This design comes from an exercise in tuning for small area, a short achievable clock period and few clock cycles per item on the open sky130 flow, not from production work.
Function was checked by simulation only, so behaviour that the tests miss may differ from the original.

Design geofence, start of the top module:
module geofence (clk, reset, X, Y, R, valid, is_inside);
input clk;
input reset;
input [9:0] X;
input [9:0] Y;
input [10:0] R;
output reg valid;
output reg is_inside;
reg [5:0] n;                        
wire [5:0] n_n = (n == 6'd38) ? 6'd0 : n + 6'd1;
reg [2:0] g;                        
wire [2:0] g_n = (n == 6'd38 || g == 3'd5) ? 3'd0 : g + 3'd1;
reg inph;
reg [30:0] ring [0:5];              
reg [9:0] X0, Y0;
integer k;
always @(posedge clk) begin
    for (k = 0; k < 5; k = k + 1) ring[k] <= ring[k+1];
    ring[5] <= inph ? {X, Y, R} : ring[0];
    if (n == 6'd0) begin X0 <= X; Y0 <= Y; end
end
function [2:0] posof;               
    input [2:0] j;
    input [2:0] gg;
    reg [3:0] d;
    begin
        d = {1'b0, j} + 4'd6 - {1'b0, gg};
        posof = (d >= 4'd6) ? d[2:0] - 3'd6 : d[2:0];
    end
endfunction
reg [2:0] rk1, rk2, rk3, rk4, rk5;
wire [2:0] rf1, rf2, rf3, rf4, rf5;    
function [2:0] lsel;                
    input [2:0] r;
    begin
        lsel = (rf1 == r) ? 3'd1 : (rf2 == r) ? 3'd2 : (rf3 == r) ? 3'd3 :
               (rf4 == r) ? 3'd4 : 3'd5;
    end
endfunction
reg [5:0] selA, selB;               
reg [30:0] pA, pB;
integer kk;
always @(*) begin
    pA = 31'd0; pB = 31'd0;
    for (kk = 0; kk < 6; kk = kk + 1) begin
        pA = pA | (ring[kk] & {31{selA[kk]}});
        pB = pB | (ring[kk] & {31{selB[kk]}});
    end
end
wire [9:0]  ax = pA[30:21], ay = pA[20:11];
wire [10:0] ar = pA[10:0];
wire [9:0]  bx = pB[30:21], by = pB[20:11];
wire [10:0] br = pB[10:0];
reg rld, sload, smul, scmp, aph, sph, eph, uvl, aqsh, aacc, tsel, fin, radsum, radodd;
reg [3:0] asel;                     
  ...
Size in the first run: about 4400 cells after synthesis, about 510 flip-flops, about 35 I/O pins, about 37000 um^2 of cells after synthesis.
==> flow/config.mk <==
export PLATFORM = sky130hd
export DESIGN_NAME = geofence
export DESIGN_NICKNAME = geofence
export VERILOG_FILES = /design/flow/design.v
export SDC_FILE = /design/flow/constraint.sdc
export NUM_CORES = 4
export LEC_CHECK = 0
export ABC_AREA = 1
export CAP_MARGIN = 20
export CORE_MARGIN = 2
export CORE_UTILIZATION = 40
export SLEW_MARGIN = 20
==> flow/constraint.sdc <==
create_clock -name core_clock -period 25.0 [get_ports {clk}]
set_input_delay 5.0000 -clock core_clock [delete_from_list [all_inputs] [get_ports {clk}]]
set_output_delay 5.0000 -clock core_clock [all_outputs]
set_load 0.01 [all_outputs]
standard.sh (not shown) runs the stock make flow with config.mk's settings and CLKGATE_MAP_FILE= SYNTH_SCRIPT=/design/flow/synth_recipe.tcl, a recipe that flattens the netlist after the stock synthesis.
==> flow/flow/run.sh <==
#!/bin/bash
# Standard ORFS layout at the design's clock and constraints, with two changes:
# the ports are buffered with a plain buf_2 (instead of the delay buffer
# buffer_ports picks by default), and repair_timing is asked for 19 ns of
# setup margin so that it also works on paths that already meet the clock.
set -euo pipefail
export BUFFER_PORTS_ARGS="-buffer_cell sky130_fd_sc_hd__buf_2"
export SETUP_SLACK_MARGIN=19
bash standard.sh > standard.log 2>&1
The starting point finished clean.
Testbench counts at the start, summed over its fixed seeds: cycles 62,400, items 1,600.
Edit:
--- a/flow/design.v
+++ b/flow/design.v
@@ -4,15 +4,15 @@
 input [9:0] X;
 input [9:0] Y;
 input [10:0] R;
 output reg valid;
 output reg is_inside;
 reg [5:0] n;                        
-wire [5:0] n_n = (n == 6'd38) ? 6'd0 : n + 6'd1;
+wire [5:0] n_n = (n == 6'd37) ? 6'd0 : n + 6'd1;
 reg [2:0] g;                        
-wire [2:0] g_n = (n == 6'd38 || g == 3'd5) ? 3'd0 : g + 3'd1;
+wire [2:0] g_n = (n == 6'd37 || g == 3'd5) ? 3'd0 : g + 3'd1;
 reg inph;
 reg [30:0] ring [0:5];              
 reg [9:0] X0, Y0;
 integer k;
 always @(posedge clk) begin
     for (k = 0; k < 5; k = k + 1) ring[k] <= ring[k+1];
@@ -35,19 +35,23 @@
     begin
         lsel = (rf1 == r) ? 3'd1 : (rf2 == r) ? 3'd2 : (rf3 == r) ? 3'd3 :
                (rf4 == r) ? 3'd4 : 3'd5;
     end
 endfunction
 reg [5:0] selA, selB;               
+reg       amb;                      
+wire      bef;
+wire       sw = amb & ~bef;
+wire [5:0] selBe = {selB[5:4], selB[3] | sw, selB[2] & ~sw, selB[1:0]};
 reg [30:0] pA, pB;
 integer kk;
 always @(*) begin
     pA = 31'd0; pB = 31'd0;
     for (kk = 0; kk < 6; kk = kk + 1) begin
         pA = pA | (ring[kk] & {31{selA[kk]}});
-        pB = pB | (ring[kk] & {31{selB[kk]}});
+        pB = pB | (ring[kk] & {31{selBe[kk]}});
     end
 end
 wire [9:0]  ax = pA[30:21], ay = pA[20:11];
 wire [10:0] ar = pA[10:0];
 wire [9:0]  bx = pB[30:21], by = pB[20:11];
 wire [10:0] br = pB[10:0];
@@ -76,37 +80,38 @@
         3'd3: qsel = lsel(3'd2);
         3'd4: qsel = lsel(3'd3);
         3'd5: qsel = lsel(3'd4);
         default: qsel = 3'd0;
     endcase
 endfunction
-wire [5:0] cn = n_n - 6'd15;        
+wire [5:0] cn = n_n - 6'd14;        
 reg  [2:0] kA_n;                    
 reg  [2:0] jA_n, jB_n;
 always @(*) begin
     kA_n = (cn <= 6'd5) ? cn[2:0] : cn[0] ? cn[3:1] - 3'd2 : cn[3:1] - 3'd3;
     if (n_n >= 6'd3 && n_n <= 6'd12) begin
         {jA_n, jB_n} = pairof(n_n);
     end else begin
         jA_n = qsel(kA_n);
         jB_n = qsel(kA_n + 3'd1);
     end
 end
-wire cph_n = (n_n >= 6'd15);
+wire cph_n = (n_n >= 6'd14);
 always @(posedge clk or posedge reset) begin
     if (reset) begin
         n <= 6'd0; g <= 3'd0; inph <= 1'b1; valid <= 1'b0;
     end else begin
         n <= n_n; g <= g_n;
         inph <= (n_n <= 6'd5);
         valid <= fin;
     end
 end
 always @(posedge clk) begin
     selA   <= 6'd1 << posof(jA_n, g_n);
     selB   <= 6'd1 << posof(jB_n, g_n);
+    amb    <= (n_n == 6'd14) && (rf4 == 3'd0) && (rf5 == 3'd0);
     sload  <= (n_n >= 6'd3) && (n_n <= 6'd12);
     rld    <= cph_n && ((cn == 6'd0) || ((cn >= 6'd7) && (cn <= 6'd15) && cn[0]));
     smul   <= (n_n >= 6'd4) && (n_n <= 6'd13);
     scmp   <= smul;
     aph    <= cph_n && (cn <= 6'd5);
     sph    <= cph_n && (cn >= 6'd6) && (cn <= 6'd16) && !cn[0];
@@ -131,13 +136,13 @@
 reg  [21:0] A, T;
 reg  [21:0] m2r;
 wire [21:0] m1, m2;
 mul_s11x11a u_m1 (.a(oa1), .b(ob1), .c(tsel ? T : 22'd0), .p(m1));    
 mul_s12x11 u_m2 (.a(oa2), .b(ob2), .p(m2));
 wire signed [21:0] sm1r = m1r, sm2r = m2r;
-wire bef = sm1r > sm2r;             
+assign bef = sm1r > sm2r;             
 always @(posedge clk) begin
     if (n <= 6'd3) begin
         rk1 <= 3'd0; rk2 <= 3'd0; rk3 <= 3'd0; rk4 <= 3'd0; rk5 <= 3'd0;
     end else begin
         rk1 <= rf1; rk2 <= rf2; rk3 <= rf3; rk4 <= rf4; rk5 <= rf5;
     end
@@ -232,13 +237,13 @@
         oa1 <= {1'b0, qout}; ob1 <= {1'b0, s3[9:0]};
     end
     m1r <= m1[21:0];
     if (rld) begin ri <= ar; rj <= br; end
     m2r <= m2[21:0];
     if (aqsh) begin aq0 <= qout; aq1 <= aq0; aq2 <= aq1; aq3 <= aq2; end
-    if (n <= 6'd14) begin A <= 22'd0; T <= 22'd0; end
+    if (n <= 6'd13) begin A <= 22'd0; T <= 22'd0; end
     else begin
         if (aacc) A <= Asum;
         if (tsel) T <= m1;
     end
     is_inside <= ge;                 
 end
Result: Maximum frequency goes up by 0.74%; worst setup slack is better by 0.045 ns; global-route usage fell by 0.15 points; clock skew shrinks by 0.0092 ns.
Testbench counts after the change, summed over its fixed seeds: cycles 60,800, items 1,600.

========
Another version of the RTL of geofence (not shown whole).
Size in the first run: roughly 490 flip-flops, about 35 I/O pins.
## geofence
module geofence (clk, reset, X, Y, R, valid, is_inside);
input clk;
input reset;
input [9:0] X;
input [9:0] Y;
input [10:0] R;
output reg valid;
output reg is_inside;
reg [5:0] n;                        
wire [5:0] n_n = (n == 6'd38) ? 6'd0 : n + 6'd1;
reg [2:0] g;                        
wire [2:0] g_n = (n == 6'd38 || g == 3'd5) ? 3'd0 : g + 3'd1;
reg inph;
reg [30:0] ring [0:5];              
reg [9:0] X0, Y0;
integer k;
always @(posedge clk) begin
    for (k = 0; k < 5; k = k + 1) ring[k] <= ring[k+1];
    ring[5] <= inph ? {X, Y, R} : ring[0];
    if (n == 6'd0) begin X0 <= X; Y0 <= Y; end
end
function [2:0] posof;               
    input [2:0] j;
    input [2:0] gg;
    reg [3:0] d;
    begin
        d = {1'b0, j} + 4'd6 - {1'b0, gg};
        posof = (d >= 4'd6) ? d[2:0] - 3'd6 : d[2:0];
    end
endfunction
reg [2:0] rk1, rk2, rk3, rk4, rk5;
wire [2:0] rf1, rf2, rf3, rf4, rf5;    
function [2:0] lsel;                
    input [2:0] r;
    begin
        lsel = (rf1 == r) ? 3'd1 : (rf2 == r) ? 3'd2 : (rf3 == r) ? 3'd3 :
               (rf4 == r) ? 3'd4 : 3'd5;
    end
endfunction
reg [2:0] posA, posB;
wire [30:0] pA = ring[posA];
wire [30:0] pB = ring[posB];
  ...
clock: 25.0 ns
lec_check: 0
abc_area: 1
cap_margin: 20
core_margin: 2
core_utilization: 40
slew_margin: 20
==> flow/flow/run.sh <==
#!/bin/bash
# Standard ORFS layout; the only change is the cell used to buffer the ports
# (a plain buf_2 instead of the delay buffer buffer_ports picks by default).
set -euo pipefail
export BUFFER_PORTS_ARGS="-buffer_cell sky130_fd_sc_hd__buf_2"
bash standard.sh > standard.log 2>&1
Testbench counts at the start, summed over its fixed seeds: cycles 62,400, items 1,600.
Rerun with:
--- a/flow/design.v
+++ b/flow/design.v
@@ -31,21 +31,28 @@
 reg [2:0] rk1, rk2, rk3, rk4, rk5;
 wire [2:0] rf1, rf2, rf3, rf4, rf5;    
 function [2:0] lsel;                
     input [2:0] r;
     begin
         lsel = (rf1 == r) ? 3'd1 : (rf2 == r) ? 3'd2 : (rf3 == r) ? 3'd3 :
                (rf4 == r) ? 3'd4 : 3'd5;
     end
 endfunction
-reg [2:0] posA, posB;
-wire [30:0] pA = ring[posA];
-wire [30:0] pB = ring[posB];
+reg [5:0] selA, selB;               
+reg [30:0] pA, pB;
+integer kk;
+always @(*) begin
+    pA = 31'd0; pB = 31'd0;
+    for (kk = 0; kk < 6; kk = kk + 1) begin
+        pA = pA | (ring[kk] & {31{selA[kk]}});
+        pB = pB | (ring[kk] & {31{selB[kk]}});
+    end
+end
 wire [9:0]  ax = pA[30:21], ay = pA[20:11];
 wire [10:0] ar = pA[10:0];
 wire [9:0]  bx = pB[30:21], by = pB[20:11];
 wire [10:0] br = pB[10:0];
 reg sload, smul, scmp, aph, sph, eph, uvl, aqsh, aacc, tsel, fin, radsum, radodd;
 reg [2:0] asel;                     
 function [5:0] pairof;
     input [5:0] nn;
     case (nn)
@@ -89,20 +96,20 @@
     if (reset) begin
         n <= 6'd0; g <= 3'd0; inph <= 1'b1; valid <= 1'b0;
     end else begin
         n <= n_n; g <= g_n;
         inph <= (n_n <= 6'd5);
         valid <= fin;
     end
 end
 always @(posedge clk) begin
-    posA   <= posof(jA_n, g_n);
-    posB   <= posof(jB_n, g_n);
+    selA   <= 6'd1 << posof(jA_n, g_n);
+    selB   <= 6'd1 << posof(jB_n, g_n);
     sload  <= (n_n >= 6'd3) && (n_n <= 6'd12);
     smul   <= (n_n >= 6'd4) && (n_n <= 6'd13);
     scmp   <= smul;
     aph    <= cph_n && (cn <= 6'd5);
     sph    <= cph_n && (cn >= 6'd6) && (cn <= 6'd16) && !cn[0];
     eph    <= cph_n && (cn >= 6'd7) && (cn <= 6'd17) && cn[0];
     uvl    <= cph_n && (cn >= 6'd11) && (cn <= 6'd21) && cn[0];
     aqsh   <= cph_n && (cn >= 6'd5) && (cn <= 6'd10);
     aacc   <= cph_n && (cn >= 6'd8) && (cn <= 6'd18) && !cn[0];
The changed run produced a clean layout.
Hold slack loses 11 ps.
Design area grows by about 0.4%.
Flip-flop and latch count rose by 6.
Non-clock buffer count went up by 6.
Register-to-register slack gains 940 ps.
Testbench counts after the change, summed over its fixed seeds: cycles 62,400, items 1,600.

========
## run G
Another version of the RTL of geofence (not shown whole).
Size in the first run: roughly 4,200 cells after synthesis, ~35 I/O pins, roughly 34,000 µm² of cells after synthesis.
Settings: LEC_CHECK=0, ABC_AREA=1, CAP_MARGIN=20, CORE_MARGIN=2, CORE_UTILIZATION=40, CTS_CLUSTER_DIAMETER=100, CTS_CLUSTER_SIZE=20, SLEW_MARGIN=20; clock period 25.0 ns.
==> flow/flow/run.sh <==
#!/bin/bash
# Standard ORFS layout at the design's clock and constraints, with two changes:
# the ports are buffered with a plain buf_2 (instead of the delay buffer
# buffer_ports picks by default), and repair_timing is asked for 19 ns of
# setup margin so that it also works on paths that already meet the clock.
set -euo pipefail
export BUFFER_PORTS_ARGS="-buffer_cell sky130_fd_sc_hd__buf_2"
export SETUP_SLACK_MARGIN=19
bash standard.sh > standard.log 2>&1
Testbench counts of run G, summed over its fixed seeds: cycles 60,800, items 1,600.
### run G -> run K
--- a/flow/design.v
+++ b/flow/design.v
@@ -149,19 +149,19 @@
 end
 wire [5:0] dij = pairof(n - 6'd2);  
 wire [2:0] win = bef ? dij[2:0] : dij[5:3];     
 assign rf1 = rk1 + {2'd0, scmp && win == 3'd1};
 assign rf2 = rk2 + {2'd0, scmp && win == 3'd2};
 assign rf3 = rk3 + {2'd0, scmp && win == 3'd3};
 assign rf4 = rk4 + {2'd0, scmp && win == 3'd4};
 assign rf5 = rk5 + {2'd0, scmp && win == 3'd5};
-wire [21:0] Asum;
-bk22 u_A (.a(radsum ? {2'b00, m1r[19:0]} : A), .b(radsum ? {2'b00, m2r[19:0]} : m2r), .cin(1'b0), .s(Asum), .co());
-wire [19:0] rad = radsum ? Asum[19:0] : (radodd ? m2r[19:0] : m1r[19:0]);
+wire [19:0] radsq;
+bk20 u_rad (.a(m1r[19:0]), .b(m2r[19:0]), .cin(1'b0), .s(radsq), .co());
+wire [19:0] rad = radsum ? radsq : (radodd ? m2r[19:0] : m1r[19:0]);
 function [22:0] nrstep;    
     input [12:0] r;
     input [9:0]  q;
     input [1:0]  b;
     input [3:0]  j;
     reg [12:0] rn, m;
     begin
         if (!r[12]) rn = {r[10:0], b} - {1'b0, q, 2'b01};
@@ -195,33 +195,52 @@
     q2r <= s2[18:10]; q2q <= s2[6:0]; q2rad <= q1rad[5:0];
     qout <= s3[9:0];
 end
 reg [9:0]  aq0, aq1, aq2, aq3;      
 wire [9:0]  acur = asel[0] ? aq0 : asel[1] ? aq1 : asel[2] ? aq2 : aq3;
 reg  [10:0] ri, rj;                 
 wire [10:0] cs_s = {1'b0, acur} ^ ri ^ rj;
 wire [10:0] cs_c = ({1'b0, acur} & ri) | ({1'b0, acur} & rj) | (ri & rj);
-wire [10:0] ssum, e12, e3n, x1, y1, y2;
-wire [11:0] x2;
+wire [10:0] ssum, e1n, e2n, e3n, dx, dy, rax, rby, ray, rbx, shy;
+wire [11:0] shx;
+wire [21:0] Asum;
 wire        ge;
 bk11 u_ss (.a(cs_s), .b({cs_c[9:0], 1'b0}), .cin(1'b0), .s(ssum), .co());
 wire [9:0]  Sn = ssum[10:1];
-bk11 u_e12 (.a({1'b0, Sn}), .b(~(eph ? ri : {1'b0, acur})), .cin(1'b1), .s(e12), .co());
+bk11 u_e1 (.a({1'b0, Sn}), .b(~{1'b0, acur}),    .cin(1'b1), .s(e1n), .co());
+bk11 u_e2 (.a({1'b0, Sn}), .b(~ri),              .cin(1'b1), .s(e2n), .co());
 bk11 u_e3 (.a({1'b0, Sn}), .b(~{1'b0, rj[9:0]}), .cin(1'b1), .s(e3n), .co());
-bk11 u_x1 (.a({1'b0, ax}), .b(~{1'b0, sload ? X0 : bx}), .cin(1'b1), .s(x1), .co());
-bk11 u_y1 (.a({1'b0, ay}), .b(~{1'b0, sload ? Y0 : by}), .cin(1'b1), .s(y1), .co());
-bk11 u_y2 (.a({1'b0, by}), .b(~{1'b0, sload ? Y0 : ay}), .cin(1'b1), .s(y2), .co());
-bk12 u_x2 (.a({2'b00, bx}), .b(sload ? ~{2'b00, X0} : {2'b00, ax}), .cin(sload), .s(x2), .co());
+bk11 u_dx (.a({1'b0, ax}), .b(~{1'b0, bx}), .cin(1'b1), .s(dx), .co());
+bk11 u_dy (.a({1'b0, ay}), .b(~{1'b0, by}), .cin(1'b1), .s(dy), .co());
+bk11 u_rax (.a({1'b0, ax}), .b(~{1'b0, X0}), .cin(1'b1), .s(rax), .co());
+bk11 u_rby (.a({1'b0, by}), .b(~{1'b0, Y0}), .cin(1'b1), .s(rby), .co());
+bk11 u_ray (.a({1'b0, ay}), .b(~{1'b0, Y0}), .cin(1'b1), .s(ray), .co());
+bk11 u_rbx (.a({1'b0, bx}), .b(~{1'b0, X0}), .cin(1'b1), .s(rbx), .co());
+bk12 u_shx (.a({2'b00, ax}), .b({2'b00, bx}), .cin(1'b0), .s(shx), .co());
+bk11 u_shy (.a({1'b0, by}), .b(~{1'b0, ay}), .cin(1'b1), .s(shy), .co());
+bk22 u_A (.a(A), .b(m2r), .cin(1'b0), .s(Asum), .co());
 bk22 u_ge (.a({1'b0, A[21:1]}), .b(~m1), .cin(1'b1), .s(), .co(ge));
 always @(posedge clk) begin
-    oa1 <= (sload | aph) ? x1 : uvl ? {1'b0, qout} : {1'b0, Sn};
-    ob1 <= sload ? y2 : aph ? x1 : uvl ? {1'b0, s3[9:0]} : e12;
-    oa2 <= (sload | aph) ? {y1[10], y1} : eph ? {e12[10], e12} : x2;
-    ob2 <= sload ? x2[10:0] : aph ? y1 : eph ? e3n : y2;
+    if (sload) begin
+        oa1 <= rax; ob1 <= rby; oa2 <= {ray[10], ray}; ob2 <= rbx;
+    end
+    if (aph) begin
+        oa1 <= dx; ob1 <= dx; oa2 <= {dy[10], dy}; ob2 <= dy;
+    end
+    if (sph) begin
+        oa1 <= {1'b0, Sn}; ob1 <= e1n;
+        oa2 <= shx; ob2 <= shy;
+    end
+    if (eph) begin
+        oa2 <= {e2n[10], e2n}; ob2 <= e3n;
+    end
+    if (uvl) begin
+        oa1 <= {1'b0, qout}; ob1 <= {1'b0, s3[9:0]};
+    end
     m1r <= m1[21:0];
     if (rld) begin ri <= ar; rj <= br; end
     m2r <= m2[21:0];
     if (aqsh) begin aq0 <= qout; aq1 <= aq0; aq2 <= aq1; aq3 <= aq2; end
     if (n <= 6'd13) begin A <= 22'd0; T <= 22'd0; end
     else begin
         if (aacc) A <= Asum;
         if (tsel) T <= m1;
--- outcome ---
Diff run G -> run K: routed wire length went up 5.9%; met3 usage in global routing went up 0.45 points; instance area after placement went up 2400 µm². From run G to run K the numbers moved as follows: sequential cell count now sits at about the same level, fill cell instance count of the final layout up 6.3%. Measured against each other, run G and run K differ in worst setup slack, the lower figure coming from run G. The measured slew at the worst slew-check pin reported for run K is greater than that of run G by 92 ps. On run K: antenna cell count is 1 lower than what run G gave. Run K -> run G: worst hold slack flat. On signal arrival time at the worst endpoint: between run G and run K, it ends up lower for run K.
Testbench counts of run K, summed over its fixed seeds: cycles 60,800, items 1,600.

==> separate check: timing with driven ports <==
The results above use ideal ports. As a check the final layouts listed here were re-extracted and re-timed, cells and wires unchanged.
Step 1, drivers: a clkbuf_16 drives clk and a buf_2 each remaining input, both assumed.
Step 2 also shifts input and output timing later by t, the mid clock arrival at the registers, as if the neighbouring blocks saw the same clock.
Slacks: ideal ports / drivers / drivers and shift; pairs: ideal ports / drivers.
run	t (ns)	setup slack, ns	worst setup path at the end	worst register clock-pin slew, ns
the first run of note 1	0.698	18.850 / 18.786 / 19.306	register to register	0.07 / 0.07
the second run of note 1	0.702	18.895 / 18.829 / 19.144	register to register	0.06 / 0.06
the first run of note 2	0.734	17.810 / 17.810 / 17.810	register to register	0.08 / 0.08
the second run of note 2	0.713	18.753 / 18.753 / 18.753	register to register	0.07 / 0.07
run G	0.700	18.848 / 18.779 / 19.233	register to register	0.09 / 0.09
run K	0.651	18.925 / 18.858 / 19.197	register to register	0.09 / 0.09
After both steps setup and hold are still met in every run listed.
